Context: an optimization exercise on an open-source flow, tuned for small area and a short achievable clock period. The choices shown serve that exercise and are no tape-out recipe.
In this exercise RTL edits were held to simulation tests only and were not proved equivalent to the original.
The clock port is modelled as an ideal driver; clocking choices that lean on that would not hold on a real chip.
Power is estimated from default activity; no workload was simulated.

== P ==
Design adatreceive, start of the top module:
module adatreceive(clk8x, rst, sdi, frame_sync, bit_sync,
	ch1, ch2, ch3, ch4,
	ch5, ch6, ch7, ch8);
For scale: ~630 cells after synthesis, roughly 200 I/O pins.
clock: 2.7 ns
lec_check: 0
cap_margin: 20
core_margin: 2
core_utilization: 60
cts_cluster_diameter: 60
cts_cluster_size: 30
setup_slack_margin: 1.3
slew_margin: 20
synth_hierarchical: 1
standard.sh (not shown) runs the stock make flow with config.mk's settings and CLKGATE_MAP_FILE= SYNTH_SCRIPT=/design/flow/synth_recipe.tcl, a recipe that flattens the netlist after the stock synthesis.
==> flow/flow/run.sh <==
#!/bin/bash
set -euo pipefail
here=$(pwd)
export PRE_CTS_TCL=$here/flow/cts_hook.tcl
export BUFFER_PORTS_ARGS="-buffer_cell sky130_fd_sc_hd__buf_1"
export POST_GLOBAL_PLACE_TCL=$here/flow/place_hook.tcl
bash standard.sh > "$here/standard_flow.log" 2>&1
==> flow/flow/cts_hook.tcl <==
# Wrap clock_tree_synthesis: after TritonCTS builds its tree,
# (1) remove the buffers between the root buffer and the leaf (cluster)
#     buffers, and
rename clock_tree_synthesis tritoncts_clock_tree_synthesis
proc clock_tree_synthesis { args } {
  tritoncts_clock_tree_synthesis {*}$args
  set block [ord::get_db_block]
  for { set level 1 } { $level < 10 } { incr level } {
    foreach inst [$block getInsts] {
      set name [$inst getName]
      if { ![string match "clkbuf_${level}_*" $name] } { continue }
      set in [[$inst findITerm A] getNet]
      set out [[$inst findITerm X] getNet]
      foreach it [$out getITerms] {
        if { [$it getInst] ne $inst } {
          $it disconnect
          $it connect $in
        }
      }
      odb::dbInst_destroy $inst
      odb::dbNet_destroy $out
      puts "cts_hook: removed $name"
    }
  }
  foreach inst [$block getInsts] {
    if { [string match "clkbuf_0_*" [$inst getName]] } { split_root $block $inst }
  }
  # connect the new root buffers' power and ground pins
  global_connect
}

proc split_root { block root } {
  set in [[$root findITerm A] getNet]
  set out [[$root findITerm X] getNet]
  set master [$root getMaster]
  set core [$block getCoreArea]
  set cx [expr { ([$core xMin] + [$core xMax]) / 2 }]
  set cy [expr { ([$core yMin] + [$core yMax]) / 2 }]
  # group the loads by quadrant around the core's centre
  array set group {}
  foreach it [$out getITerms] {
    if { [$it getInst] eq $root } { continue }
    set box [[$it getInst] getBBox]
    set x [expr { ([$box xMin] + [$box xMax]) / 2 }]
    set y [expr { ([$box yMin] + [$box yMax]) / 2 }]
    set q [expr { ($x >= $cx ? 1 : 0) + ($y >= $cy ? 2 : 0) }]
    lappend group($q) [list $it $x $y]
  }
  set k 0
  foreach q [lsort [array names group]] {
    set sx 0; set sy 0; set n 0
    foreach e $group($q) { incr sx [lindex $e 1]; incr sy [lindex $e 2]; incr n }
    set name "clkbuf_root_${k}_[$in getName]"
    set buf [odb::dbInst_create $block $master $name]
    set net [odb::dbNet_create $block "clknet_root_${k}_[$in getName]"]
    $net setSigType CLOCK
    [$buf findITerm A] connect $in
    [$buf findITerm X] connect $net
    foreach e $group($q) {
      set it [lindex $e 0]
      $it disconnect
      $it connect $net
    }
    $buf setLocation [expr { $sx / $n }] [expr { $sy / $n }]
    $buf setPlacementStatus PLACED
    $buf setSourceType TIMING
    puts "cts_hook: $name drives $n loads"
    incr k
  }
  odb::dbInst_destroy $root
  odb::dbNet_destroy $out
}
==> flow/flow/place_hook.tcl <==
# After global placement: put each output port buffer on the spot of the
# register (or gate) that drives it, so that the register sees only the
# buffer's input and the buffer drives the wire to the port. The buffer is
# made a buf_2 and kept at that size and place by marking it don't-touch
# (detailed placement still legalizes it next to its driver).
set block [ord::get_db_block]
set db [ord::get_db]
set buf2 [$db findMaster sky130_fd_sc_hd__buf_2]
set moved 0
foreach inst [$block getInsts] {
  if { ![string match "output*" [$inst getName]] } { continue }
  set net [[$inst findITerm A] getNet]
  if { $net eq "NULL" } { continue }
  foreach it [$net getITerms] {
    if { [$it isOutputSignal] } {
      set loc [[$it getInst] getLocation]
      $inst swapMaster $buf2
      $inst setLocation [lindex $loc 0] [lindex $loc 1]
      $inst setDoNotTouch 1
      incr moved
      break
    }
  }
}
# re-apply the power and ground connections to the swapped cells
global_connect
puts "place_hook: moved $moved output buffers to their drivers"
What Q does differently from P at the input level:
-- flow/flow/place_hook.tcl --
<<< P, line 7
set db [ord::get_db]
set buf2 [$db findMaster sky130_fd_sc_hd__buf_2]
set moved 0
foreach inst [$block getInsts] {
  if { ![string match "output*" [$inst getName]] } { continue }
>>> Q, line 7
set db [ord::get_db]
set buf2 [$db findMaster sky130_fd_sc_hd__buf_2]
set moved {}
foreach inst [$block getInsts] {
  if { ![string match "output*" [$inst getName]] } { continue }
<<< P, line 17
      $inst swapMaster $buf2
      $inst setLocation [lindex $loc 0] [lindex $loc 1]
      $inst setDoNotTouch 1
      incr moved
      break
    }
  }
}
# re-apply the power and ground connections to the swapped cells
global_connect
puts "place_hook: moved $moved output buffers to their drivers"
>>> Q, line 17
      $inst swapMaster $buf2
      $inst setLocation [lindex $loc 0] [lindex $loc 1]
      lappend moved $inst
      break
    }
  }
}
# re-apply the power and ground connections to the swapped cells, then
# mark them don't-touch
global_connect
foreach inst $moved { $inst setDoNotTouch 1 }
puts "place_hook: moved [llength $moved] output buffers to their drivers"
--- outcome ---
Horizontal die dimension came out exactly the same in Q and P.
Reported for Q and P, cell count after synthesis turned out identical to the last digit.
Share of the cycle needed by the critical path after routing: Q vs P, no meaningful difference
P -> Q: detailed-router iteration count before antenna repair delta 0, exact match
Q vs. P: final total power neither gained nor lost much, clock power share neither gained nor lost much.
For R, these inputs were changed with respect to Q:
-- flow/flow/cts_hook.tcl --
<<< Q, line 26
    if { [string match "clkbuf_0_*" [$inst getName]] } { split_root $block $inst }
  }
  # connect the new root buffers' power and ground pins
  global_connect
}

>>> R, line 26
    if { [string match "clkbuf_0_*" [$inst getName]] } { split_root $block $inst }
  }
}

==> flow/flow/place_hook.tcl <==
# After global placement: put each output port buffer on the spot of the
# register (or gate) that drives it, so that the register sees only the
# buffer's input and the buffer drives the wire to the port. The buffer is
# made a buf_2 and kept at that size and place by marking it don't-touch
# (detailed placement still legalizes it next to its driver).
set block [ord::get_db_block]
set db [ord::get_db]
set buf2 [$db findMaster sky130_fd_sc_hd__buf_2]
set moved 0
foreach inst [$block getInsts] {
  if { ![string match "output*" [$inst getName]] } { continue }
  set net [[$inst findITerm A] getNet]
  if { $net eq "NULL" } { continue }
  foreach it [$net getITerms] {
    if { [$it isOutputSignal] } {
      set loc [[$it getInst] getLocation]
      $inst swapMaster $buf2
      $inst setLocation [lindex $loc 0] [lindex $loc 1]
      $inst setDoNotTouch 1
      incr moved
      break
    }
  }
}
puts "place_hook: moved $moved output buffers to their drivers"
Findings:
- Between Q and R, the difference in internal power contribution is negligible.
- Looking at Q and R, the routed length on met2 is a wash.
- Between Q and R, the share of total power in sequential cells figures differ only marginally.
- Routed wire length: R vs Q — no meaningful difference
- Any difference in cell area power density between R and Q is small enough to ignore.
- Final setup slack of the worst path came out exactly the same in Q and R.
Inputs modified between R and S:
- CORE_UTILIZATION: 60 -> 66
-- flow/flow/cts_hook.tcl --
<<< R, line 26
    if { [string match "clkbuf_0_*" [$inst getName]] } { split_root $block $inst }
  }
}

>>> S, line 26
    if { [string match "clkbuf_0_*" [$inst getName]] } { split_root $block $inst }
  }
  # connect the new root buffers' power and ground pins
  global_connect
}

-- flow/flow/place_hook.tcl --
<<< R, line 7
set db [ord::get_db]
set buf2 [$db findMaster sky130_fd_sc_hd__buf_2]
set moved 0
foreach inst [$block getInsts] {
  if { ![string match "output*" [$inst getName]] } { continue }
>>> S, line 7
set db [ord::get_db]
set buf2 [$db findMaster sky130_fd_sc_hd__buf_2]
set moved {}
foreach inst [$block getInsts] {
  if { ![string match "output*" [$inst getName]] } { continue }
<<< R, line 17
      $inst swapMaster $buf2
      $inst setLocation [lindex $loc 0] [lindex $loc 1]
      $inst setDoNotTouch 1
      incr moved
      break
    }
  }
}
puts "place_hook: moved $moved output buffers to their drivers"
>>> S, line 17
      $inst swapMaster $buf2
      $inst setLocation [lindex $loc 0] [lindex $loc 1]
      lappend moved $inst
      break
    }
  }
}
# re-apply the power and ground connections to the swapped cells, then
# mark them don't-touch
global_connect
foreach inst $moved { $inst setDoNotTouch 1 }
puts "place_hook: moved [llength $moved] output buffers to their drivers"
==> run notes <==
Compared with R, S shows a higher met3 wire length.
Compared R against S; post-synthesis xor/xnor area fraction within noise.
Comparing S and R, the lower sequential share of power is on R.
Count of hold buffers inserted by post-cts repair across S and R: no real change.
Delta (S minus R): number of rows created at floorplan dropped 2; power of the clock network went down by 11%; synthesis-to-finish area growth saw a decrease; wire length after detailed routing lower.

[static timing again, ports no longer ideal]
The results above use ideal ports. As a check the final layouts listed here were re-extracted and re-timed, cells and wires unchanged. Step 1 sets driving cells, clkbuf_16 on the clock port and buf_2 on the other inputs (assumed; they add their load-dependent delay and slew). Step 2 also shifts input and output timing later by t, the mid clock arrival at the registers, as if the neighbouring blocks saw the same clock. Slacks: ideal ports / drivers / drivers and shift; pairs: ideal ports / drivers.
| run | shift t [ns] | setup slack, ns | worst slew at a driven data input, ns |
|---|---|---|---|
| P | 0.391 | 1.327 / 1.237 / 0.964 | 0.07 |
| Q | 0.391 | 1.327 / 1.236 / 0.965 | 0.07 |
| R | 0.391 | 1.327 / 1.236 / 0.964 | 0.07 |
| S | 0.390 | 1.323 / 1.234 / 1.008 | 0.06 |
After both steps every run listed still meets setup and hold.
